This design comes from an exercise in tuning for small area on the open sky130 flow, not from production work. At most, simulation tests tie the RTL to the original design; equivalence was not proved. Power figures rest on the tool's default switching activity, not on a simulated workload.

==> inputs of run D <==
## multiplier
module multiplier #(
    parameter LOGDEPTH = 6,
    parameter WIDTH = 32
) (
    input  logic                    clk,
    input  logic                    rst,
    input  logic                    EN_mult,
    output logic                    EN_writeMem,
    output logic [LOGDEPTH-1:0]     writeMem_addr,
    input  logic [16-1:0]           mult_input0,
    input  logic [16-1:0]           mult_input1,
    output logic [WIDTH-1:0]        writeMem_val,
    output logic                    RDY_mult,
    input  logic                    EN_blockRead,
    output logic                    VALID_memVal,
    output logic [WIDTH-1:0]        memVal_data,
    output logic                    EN_readMem,
    output logic [LOGDEPTH-1:0]     readMem_addr,
    input  logic [WIDTH-1:0]        readMem_val
);
    localparam int NSTG = 8;
    logic [15:0] a_q [NSTG];
    logic [15:0] b_q [NSTG];
    logic [15:0] ma, mb;
    assign ma = a_q[NSTG-1];
    assign mb = b_q[NSTG-1];
    logic [31:0] mp;
    logic mpp1;
    logic mpp2;
    logic mpp3;
    logic mpp4;
    logic mpp5;
    logic mpp6;
    logic mpp7;
    logic mpp8;
    logic mpp9;
    logic mpp10;
    logic mpp11;
    logic mpp12;
    logic mpp13;
    logic mpp14;
    logic mpp15;
    logic mpp16;
    logic mpp17;
    logic mpp18;
    logic mpp19;
    logic mpp20;
    logic mpp21;
    logic mpp22;
    logic mpp23;
    logic mpp24;
    logic mpp25;
    logic mpp26;
    logic mpp27;
    logic mpp28;
    logic mpp29;
    logic mpp30;
    logic mpp31;
    logic mpp32;
    logic mpp33;
    logic mpp34;
    logic mpp35;
    logic mpp36;
    logic mpp37;
    logic mpp38;
    logic mpp39;
    logic mpp40;
    logic mpp41;
    logic mpp42;
    logic mpp43;
    logic mpp44;
    logic mpp45;
    logic mpp46;
    logic mpp47;
    logic mpp48;
    logic mpp49;
    logic mpp50;
    logic mpp51;
    logic mpp52;
    logic mpp53;
    logic mpp54;
    logic mpp55;
    logic mpp56;
    logic mpp57;
    logic mpp58;
    logic mpp59;
    logic mpp60;
    logic mpp61;
    logic mpp62;
    logic mpp63;
    logic mpp64;
    logic mpp65;
    logic mpp66;
    logic mpp67;
    logic mpp68;
    logic mpp69;
  ...
clock: 4.0 ns
lec_check: 0
cap_margin: 20
core_margin: 2
core_utilization: 65
slew_margin: 20
synth_hierarchical: 1
synth_minimum_keep_size: 0
standard.sh (not shown) runs the stock make flow with config.mk's settings and CLKGATE_MAP_FILE= SYNTH_SCRIPT=/design/flow/synth_recipe.tcl, a recipe that flattens the netlist after the stock synthesis.
==> flow/flow/run.sh <==
#!/bin/bash
# The standard layout (the standard.sh) with these changes:
#  - the port buffers are buf_1 cells (buffer_ports picks a larger delay cell by default);
#  - clock tree synthesis inserts no dummy loads and uses the buffers and sink
#    clusters given below;
#  - other ORFS settings as given below.
set -euo pipefail
bash standard.sh \
  BUFFER_PORTS_ARGS="-buffer_cell sky130_fd_sc_hd__buf_1" \
  CTS_ARGS="-sink_clustering_enable -repair_clock_nets -dont_use_dummy_load -buf_list {sky130_fd_sc_hd__clkbuf_8} -sink_clustering_size 20 -sink_clustering_max_diameter 80" \
  REMOVE_ABC_BUFFERS=1 RECOVER_POWER=100 \
  finish > standard.log 2>&1
==> run K: changes against run D <==
==> flow/flow/run.sh (replaced) <==
#!/bin/bash
# The standard layout (the standard.sh, which runs ORFS) with these changes:
#  - the port buffers are buf_1 cells (buffer_ports picks a larger delay cell by default);
#  - clock tree synthesis inserts no dummy loads and uses the clock buffers and
#    sink clusters given in CTS_ARGS;
#  - the other ORFS settings given below.
# Each tool run writes its full output to its own log in this folder.
set -euo pipefail
ARGS=(
  BUFFER_PORTS_ARGS="-buffer_cell sky130_fd_sc_hd__buf_1"
  CTS_ARGS="-sink_clustering_enable -repair_clock_nets -dont_use_dummy_load -root_buf sky130_fd_sc_hd__clkbuf_16 -buf_list {sky130_fd_sc_hd__clkbuf_8} -sink_clustering_size 18 -sink_clustering_max_diameter 70"
  REMOVE_ABC_BUFFERS=1
)
bash standard.sh "${ARGS[@]}" floorplan > standard_floorplan.log 2>&1
ODB_FILE=orfs/results/sky130hd/multiplier/base/2_floorplan.odb REG_MASTER=sky130_fd_sc_hd__dfxtp_2 \
  openroad -no_init -exit flow/upsize_regs.tcl > upsize_regs.log 2>&1
bash standard.sh "${ARGS[@]}" finish > standard.log 2>&1
==> flow/flow/upsize_regs.tcl (new file) <==
set odb_file $::env(ODB_FILE)
read_db $odb_file
set db [ord::get_db]
set block [ord::get_db_block]
set big [$db findMaster $::env(REG_MASTER)]
set n 0
foreach inst [$block getInsts] {
  set name [string map {\\ {}} [$inst getName]]
  if {[[$inst getMaster] getName] ne "sky130_fd_sc_hd__dfxtp_1"} { continue }
  if {[regexp {^[ab]_q\[7\]\[[0-9]+\]} $name]} {
    $inst swapMaster $big
    incr n
  }
}
puts "upsized $n registers to $::env(REG_MASTER)"
write_db $odb_file
- CORE_UTILIZATION: 65 -> 70
- GPL_TIMING_DRIVEN: not set -> 0
- SETUP_SLACK_MARGIN: not set -> 0.1
==> summary of the runs <==
- Of run D and run K, run K has the higher utilization (gap 4.5 points).
- Register-to-register slack: run D is lower than run K (0.05 ns).
- In run K the clock power is larger than in run D, by about 8%.
- Of run D and run K, run K has the higher sequential share of layout area (gap 0.99 points).
- Between run D and run K, the lower worst setup slack is in run D (gap 0.051 ns).
- In combinational power, run K and run D hardly differ.
- Between run D and run K, the lower final area is in run K (gap 1.5%, measured against run K).
- Between run K and run D, the lower non-clock buffer count is in run K (gap 47).
==> figures <==
Final estimated routing congestion in global placement: run D 0.922; run K 0.875
Internal power component: run D 5.91 mW; run K 6.03 mW
Share of the final layout cell area in multi-input gates: run D 42.6%; run K 43.4%
Root buf cell: run D sky130_fd_sc_hd__clkbuf_8; run K sky130_fd_sc_hd__clkbuf_16
Launch instance of the worst min-delay path: run D a_q[6][14]$_DFF_P_; run K b_q[1][4]$_DFF_P_
Power Total: run D 8.70 mW; run K 8.81 mW
Run status: run D no timing/DRC/antenna violations; run K no timing/DRC/antenna violations
Num CTS Buffers: run D 22; run K 24
Power of the clock network: run D 1.46 mW; run K 1.57 mW
Register-to-Register Setup Slack: run D 0.21 ns; run K 0.26 ns
Routed length per instance: run D 18.2 µm; run K 17.7 µm
Die area: run D 22800 µm²; run K 21200 µm²
Fin util: run D 70.0%; run K 74.5%
Sequential cell fraction of total power: run D 50.9%; run K 50.7%
Fraction of area in non-clock buffers: run D 4.35%; run K 2.14%
Share of power burned in the clock network: run D 16.8%; run K 17.8%
Slew at the pin closest to its max-slew limit: run D 0.623 ns; run K 0.476 ns

==> umber <==
multiplier, a different RTL version from the one above (not shown whole).
Settings: LEC_CHECK=0, CAP_MARGIN=20, CORE_MARGIN=2, CORE_UTILIZATION=70, GPL_TIMING_DRIVEN=0, SETUP_SLACK_MARGIN=0.1, SLEW_MARGIN=20, SYNTH_HIERARCHICAL=1, SYNTH_MINIMUM_KEEP_SIZE=0; clock period 4.0 ns.
==> flow/flow/run.sh <==
#!/bin/bash
# The standard layout (the standard.sh, which runs ORFS) with these changes:
#  - the port buffers are buf_1 cells (buffer_ports picks a larger delay cell by default);
#  - clock tree synthesis inserts no dummy loads and uses the clock buffers and
#    sink clusters given in CTS_ARGS;
#  - the other ORFS settings given below.
# Each make run writes its full output to its own log in this folder.
set -euo pipefail
ARGS=(
  BUFFER_PORTS_ARGS="-buffer_cell sky130_fd_sc_hd__buf_1"
  CTS_ARGS="-sink_clustering_enable -repair_clock_nets -dont_use_dummy_load -root_buf sky130_fd_sc_hd__clkbuf_8 -buf_list {sky130_fd_sc_hd__clkbuf_8} -sink_clustering_size 18 -sink_clustering_max_diameter 70"
  REMOVE_ABC_BUFFERS=1
)
bash standard.sh "${ARGS[@]}" finish > standard.log 2>&1
==> willow (differences from umber) <==
--- a/flow/design.v
+++ b/flow/design.v
@@ -713,22 +713,14 @@
     logic mc686;
     logic ms687;
     logic mc688;
     logic ms689;
     logic mc690;
     logic ms691;
     logic mc692;
-    logic ms693;
-    logic mc694;
-    logic ms695;
-    logic mc696;
-    logic ms697;
-    logic mc698;
-    logic ms699;
-    logic mc700;
     logic mP0;
     logic mG0;
     logic mP1;
     logic mG1;
     logic mP2;
     logic mG2;
     logic mP3;
@@ -757,14 +749,24 @@
     logic mG14;
     logic mP15;
     logic mG15;
     logic mP16;
     logic mG16;
     logic mP17;
     logic mG17;
+    logic mP18;
+    logic mG18;
+    logic mP19;
+    logic mG19;
+    logic mP20;
+    logic mG20;
+    logic mP21;
+    logic mG21;
+    logic mP22;
+    logic mG22;
     logic mg1;
     logic mg2;
     logic mgp2;
     logic mg3;
     logic mgp3;
     logic mg4;
     logic mgp4;
@@ -775,43 +777,55 @@
     logic mg7;
     logic mgp7;
     logic mg8;
     logic mgp8;
     logic mg9;
     logic mgp9;
     logic mg10;
+    logic mgp10;
     logic mg11;
     logic mgp11;
     logic mg12;
     logic mgp12;
     logic mg13;
-    logic mgp13;
     logic mg14;
+    logic mgp14;
     logic mg15;
     logic mgp15;
     logic mg16;
+    logic mgp16;
     logic mg17;
+    logic mgp17;
     logic mg18;
+    logic mgp18;
     logic mg19;
     logic mg20;
+    logic mgp20;
     logic mg21;
+    logic mgp21;
     logic mg22;
     logic mg23;
     logic mg24;
     logic mg25;
     logic mg26;
     logic mg27;
     logic mg28;
     logic mg29;
     logic mg30;
-    logic mta0;
-    logic mta1;
-    logic mta2;
-    logic mta3;
-    logic mta4;
+    logic mg31;
+    logic mg32;
+    logic mg33;
+    logic mg34;
+    logic mg35;
+    logic mg36;
+    logic mg37;
+    logic mg38;
+    logic mg39;
+    logic mg40;
+    logic mg41;
     logic mq_0;
     logic mq_1;
     logic mq_2;
     logic mq_3;
     logic mq_4;
     logic mq_5;
     logic mq_6;
@@ -855,14 +869,17 @@
     logic mq_44;
     logic mq_45;
     logic mq_46;
     logic mq_47;
     logic mq_48;
     logic mq_49;
     logic mq_50;
+    logic mq_51;
+    logic mq_52;
+    logic mq_53;
     assign mpp1 = ~(ma[0] & mb[0]);
     assign mpp2 = ~(ma[0] & mb[1]);
     assign mpp3 = ~(ma[0] & mb[2]);
     assign mpp4 = ~(ma[0] & mb[3]);
     assign mpp5 = ~(ma[0] & mb[4]);
     assign mpp6 = ~(ma[0] & mb[5]);
     assign mpp7 = ~(ma[0] & mb[6]);
@@ -1345,19 +1362,14 @@
     mul_fa u_ms679 (.a(mpp33), .b(mc678), .c(ms621), .s(ms679), .co(mc680));
     mul_fa u_ms681 (.a(mc622), .b(mc680), .c(ms623), .s(ms681), .co(mc682));
     mul_fa u_ms683 (.a(mc624), .b(ms625), .c(mc682), .s(ms683), .co(mc684));
     mul_fa u_ms685 (.a(mc626), .b(ms627), .c(mc684), .s(ms685), .co(mc686));
     mul_fa u_ms687 (.a(mc628), .b(ms629), .c(mc686), .s(ms687), .co(mc688));
     mul_fa u_ms689 (.a(mc630), .b(ms631), .c(mc688), .s(ms689), .co(mc690));
     mul_fa u_ms691 (.a(mc632), .b(ms633), .c(mc690), .s(ms691), .co(mc692));
-    mul_xnor u_ms693 (.a(mc670), .b(ms671), .y(ms693));
-    mul_or u_mc694 (.a(mc670), .b(ms671), .y(mc694));
-    mul_fa u_ms695 (.a(ms673), .b(mc672), .c(mc694), .s(ms695), .co(mc696));
-    mul_fa u_ms697 (.a(ms675), .b(mc674), .c(mc696), .s(ms697), .co(mc698));
-    mul_fa u_ms699 (.a(mpp256), .b(mc676), .c(mc698), .s(ms699), .co(mc700));
     always_ff @(posedge clk) begin
         mq_0 <= mpp1;
         mq_1 <= ms677;
         mq_2 <= ms679;
         mq_3 <= ms681;
         mq_4 <= ms683;
         mq_5 <= ms685;
@@ -1397,19 +1409,22 @@
         mq_39 <= mc662;
         mq_40 <= ms665;
         mq_41 <= mc664;
         mq_42 <= ms667;
         mq_43 <= mc666;
         mq_44 <= ms669;
         mq_45 <= mc668;
-        mq_46 <= ms693;
-        mq_47 <= ms695;
-        mq_48 <= ms697;
-        mq_49 <= ms699;
-        mq_50 <= mc700;
+        mq_46 <= ms671;
+        mq_47 <= mc670;
+        mq_48 <= ms673;
+        mq_49 <= mc672;
+        mq_50 <= ms675;
+        mq_51 <= mc674;
+        mq_52 <= mpp256;
+        mq_53 <= mc676;
     end
     assign mp[0] = ~mq_0;
     assign mp[1] = ~mq_1;
     assign mp[2] = ~mq_2;
     assign mp[3] = ~mq_3;
     assign mp[4] = ~mq_4;
     assign mp[5] = ~mq_5;
@@ -1448,14 +1463,24 @@
     mul_nor u_mG14 (.a(mq_38), .b(mq_39), .y(mG14));
     mul_xor u_mP15 (.a(mq_40), .b(mq_41), .y(mP15));
     mul_nor u_mG15 (.a(mq_40), .b(mq_41), .y(mG15));
     mul_xor u_mP16 (.a(mq_42), .b(mq_43), .y(mP16));
     mul_nor u_mG16 (.a(mq_42), .b(mq_43), .y(mG16));
     mul_xor u_mP17 (.a(mq_44), .b(mq_45), .y(mP17));
     mul_nor u_mG17 (.a(mq_44), .b(mq_45), .y(mG17));
+    mul_xor u_mP18 (.a(mq_46), .b(mq_47), .y(mP18));
+    mul_nor u_mG18 (.a(mq_46), .b(mq_47), .y(mG18));
+    mul_xor u_mP19 (.a(mq_48), .b(mq_49), .y(mP19));
+    mul_nor u_mG19 (.a(mq_48), .b(mq_49), .y(mG19));
+    mul_xor u_mP20 (.a(mq_50), .b(mq_51), .y(mP20));
+    mul_nor u_mG20 (.a(mq_50), .b(mq_51), .y(mG20));
+    mul_xor u_mP21 (.a(mq_52), .b(mq_53), .y(mP21));
+    mul_nor u_mG21 (.a(mq_52), .b(mq_53), .y(mG21));
+    assign mP22 = 1'b0;
+    assign mG22 = 1'b0;
     assign mg1 = mG0 | (mP0 & ~mq_9);
     assign mg2 = mG2 | (mP2 & mG1);
     assign mgp2 = mP2 & mP1;
     assign mg3 = mG4 | (mP4 & mG3);
     assign mgp3 = mP4 & mP3;
     assign mg4 = mG6 | (mP6 & mG5);
     assign mgp4 = mP6 & mP5;
@@ -1465,67 +1490,79 @@
     assign mgp6 = mP10 & mP9;
     assign mg7 = mG12 | (mP12 & mG11);
     assign mgp7 = mP12 & mP11;
     assign mg8 = mG14 | (mP14 & mG13);
     assign mgp8 = mP14 & mP13;
     assign mg9 = mG16 | (mP16 & mG15);
     assign mgp9 = mP16 & mP15;
-    assign mg10 = mg2 | (mgp2 & mg1);
-    assign mg11 = mg4 | (mgp4 & mg3);
-    assign mgp11 = mgp4 & mgp3;
-    assign mg12 = mg6 | (mgp6 & mg5);
-    assign mgp12 = mgp6 & mgp5;
-    assign mg13 = mg8 | (mgp8 & mg7);
-    assign mgp13 = mgp8 & mgp7;
-    assign mg14 = mg11 | (mgp11 & mg10);
-    assign mg15 = mg13 | (mgp13 & mg12);
-    assign mgp15 = mgp13 & mgp12;
-    assign mg16 = mg15 | (mgp15 & mg14);
-    assign mg17 = mg12 | (mgp12 & mg14);
-    assign mg18 = mg3 | (mgp3 & mg10);
-    assign mg19 = mg5 | (mgp5 & mg14);
-    assign mg20 = mg7 | (mgp7 & mg17);
-    assign mg21 = mg9 | (mgp9 & mg16);
-    assign mg22 = mG1 | (mP1 & mg1);
-    assign mg23 = mG3 | (mP3 & mg10);
-    assign mg24 = mG5 | (mP5 & mg18);
-    assign mg25 = mG7 | (mP7 & mg14);
-    assign mg26 = mG9 | (mP9 & mg19);
-    assign mg27 = mG11 | (mP11 & mg17);
-    assign mg28 = mG13 | (mP13 & mg20);
-    assign mg29 = mG15 | (mP15 & mg16);
-    assign mg30 = mG17 | (mP17 & mg21);
+    assign mg10 = mG18 | (mP18 & mG17);
+    assign mgp10 = mP18 & mP17;
+    assign mg11 = mG20 | (mP20 & mG19);
+    assign mgp11 = mP20 & mP19;
+    assign mg12 = mG22 | (mP22 & mG21);
+    assign mgp12 = mP22 & mP21;
+    assign mg13 = mg2 | (mgp2 & mg1);
+    assign mg14 = mg4 | (mgp4 & mg3);
+    assign mgp14 = mgp4 & mgp3;
+    assign mg15 = mg6 | (mgp6 & mg5);
+    assign mgp15 = mgp6 & mgp5;
+    assign mg16 = mg8 | (mgp8 & mg7);
+    assign mgp16 = mgp8 & mgp7;
+    assign mg17 = mg10 | (mgp10 & mg9);
+    assign mgp17 = mgp10 & mgp9;
+    assign mg18 = mg12 | (mgp12 & mg11);
+    assign mgp18 = mgp12 & mgp11;
+    assign mg19 = mg14 | (mgp14 & mg13);
+    assign mg20 = mg16 | (mgp16 & mg15);
+    assign mgp20 = mgp16 & mgp15;
+    assign mg21 = mg18 | (mgp18 & mg17);
+    assign mgp21 = mgp18 & mgp17;
+    assign mg22 = mg20 | (mgp20 & mg19);
+    assign mg23 = mg21 | (mgp21 & mg22);
+    assign mg24 = mg15 | (mgp15 & mg19);
+    assign mg25 = mg17 | (mgp17 & mg22);
+    assign mg26 = mg3 | (mgp3 & mg13);
+    assign mg27 = mg5 | (mgp5 & mg19);
+    assign mg28 = mg7 | (mgp7 & mg24);
+    assign mg29 = mg9 | (mgp9 & mg22);
+    assign mg30 = mg11 | (mgp11 & mg25);
+    assign mg31 = mG1 | (mP1 & mg1);
+    assign mg32 = mG3 | (mP3 & mg13);
+    assign mg33 = mG5 | (mP5 & mg26);
+    assign mg34 = mG7 | (mP7 & mg19);
+    assign mg35 = mG9 | (mP9 & mg27);
+    assign mg36 = mG11 | (mP11 & mg24);
+    assign mg37 = mG13 | (mP13 & mg28);
+    assign mg38 = mG15 | (mP15 & mg22);
+    assign mg39 = mG17 | (mP17 & mg29);
+    assign mg40 = mG19 | (mP19 & mg25);
+    assign mg41 = mG21 | (mP21 & mg30);
     assign mp[9] = mP0 ^ ~mq_9;
     assign mp[10] = mP1 ^ mg1;
-    assign mp[11] = mP2 ^ mg22;
-    assign mp[12] = mP3 ^ mg10;
-    assign mp[13] = mP4 ^ mg23;
-    assign mp[14] = mP5 ^ mg18;
-    assign mp[15] = mP6 ^ mg24;
-    assign mp[16] = mP7 ^ mg14;
-    assign mp[17] = mP8 ^ mg25;
-    assign mp[18] = mP9 ^ mg19;
-    assign mp[19] = mP10 ^ mg26;
-    assign mp[20] = mP11 ^ mg17;
-    assign mp[21] = mP12 ^ mg27;
-    assign mp[22] = mP13 ^ mg20;
-    assign mp[23] = mP14 ^ mg28;
-    assign mp[24] = mP15 ^ mg16;
-    assign mp[25] = mP16 ^ mg29;
-    assign mp[26] = mP17 ^ mg21;
-    assign mta0 = mg30;
-    assign mp[27] = ~mq_46 ^ mta0;
-    assign mta1 = mta0 & ~mq_46;
-    assign mp[28] = ~mq_47 ^ mta1;
-    assign mta2 = mta1 & ~mq_47;
-    assign mp[29] = ~mq_48 ^ mta2;
-    assign mta3 = mta2 & ~mq_48;
-    assign mp[30] = ~mq_49 ^ mta3;
-    assign mta4 = mta3 & ~mq_49;
-    assign mp[31] = ~mq_50 ^ mta4;
+    assign mp[11] = mP2 ^ mg31;
+    assign mp[12] = mP3 ^ mg13;
+    assign mp[13] = mP4 ^ mg32;
+    assign mp[14] = mP5 ^ mg26;
+    assign mp[15] = mP6 ^ mg33;
+    assign mp[16] = mP7 ^ mg19;
+    assign mp[17] = mP8 ^ mg34;
+    assign mp[18] = mP9 ^ mg27;
+    assign mp[19] = mP10 ^ mg35;
+    assign mp[20] = mP11 ^ mg24;
+    assign mp[21] = mP12 ^ mg36;
+    assign mp[22] = mP13 ^ mg28;
+    assign mp[23] = mP14 ^ mg37;
+    assign mp[24] = mP15 ^ mg22;
+    assign mp[25] = mP16 ^ mg38;
+    assign mp[26] = mP17 ^ mg29;
+    assign mp[27] = mP18 ^ mg39;
+    assign mp[28] = mP19 ^ mg25;
+    assign mp[29] = mP20 ^ mg40;
+    assign mp[30] = mP21 ^ mg30;
+    assign mp[31] = mP22 ^ mg41;
     always_ff @(posedge clk) begin
         a_q[0] <= mult_input0;
         b_q[0] <= mult_input1;
         for (int i = 1; i < NSTG; i++) begin
             a_q[i] <= a_q[i-1];
             b_q[i] <= b_q[i-1];
         end
==> summary of the runs <==
umber finished with timing, DRC and antenna clean. willow finished with timing, DRC and antenna clean. Against willow, the non-clock buffer count of umber is higher by 43. Against umber, the clock skew of willow is lower by 0.014 ns. Between willow and umber, the lower worst setup slack is in willow (gap 0.017 ns). Hold slack: umber is lower than willow (0.0041 ns). Against umber, the fmax of willow is smaller by about 0.44%.
No run of this note included a check of the RTL's function; only the layout flow was run.

==> afterwards: timing with drivers on the ports <==
The flow's constraints put no driver on any port. The routed layouts listed below were extracted and timed again, unchanged, in two steps. Step 1, drivers: a clkbuf_16 drives clk and a buf_2 each remaining input, both assumed. Step 2 times the ports against the registers' clock, not the clock port: input delays grow and output delays shrink by t, the midpoint of the rising clock arrivals with the driver on. Slacks: no drivers / after step 1 / after step 2; pairs: no drivers / after step 1.
| run | shift t [ns] | setup WS [ns] | pins driven straight from the clock port |
|---|---|---|---|
| run D | 0.585 | 0.207 / 0.207 / 0.207 | 1 |
| run K | 0.534 | 0.258 / 0.258 / 0.258 | 1 |
| umber | 0.587 | 0.207 / 0.207 / 0.207 | 1 |
| willow | 0.577 | 0.190 / 0.190 / 0.190 | 1 |
After both steps every run listed still meets setup and hold.
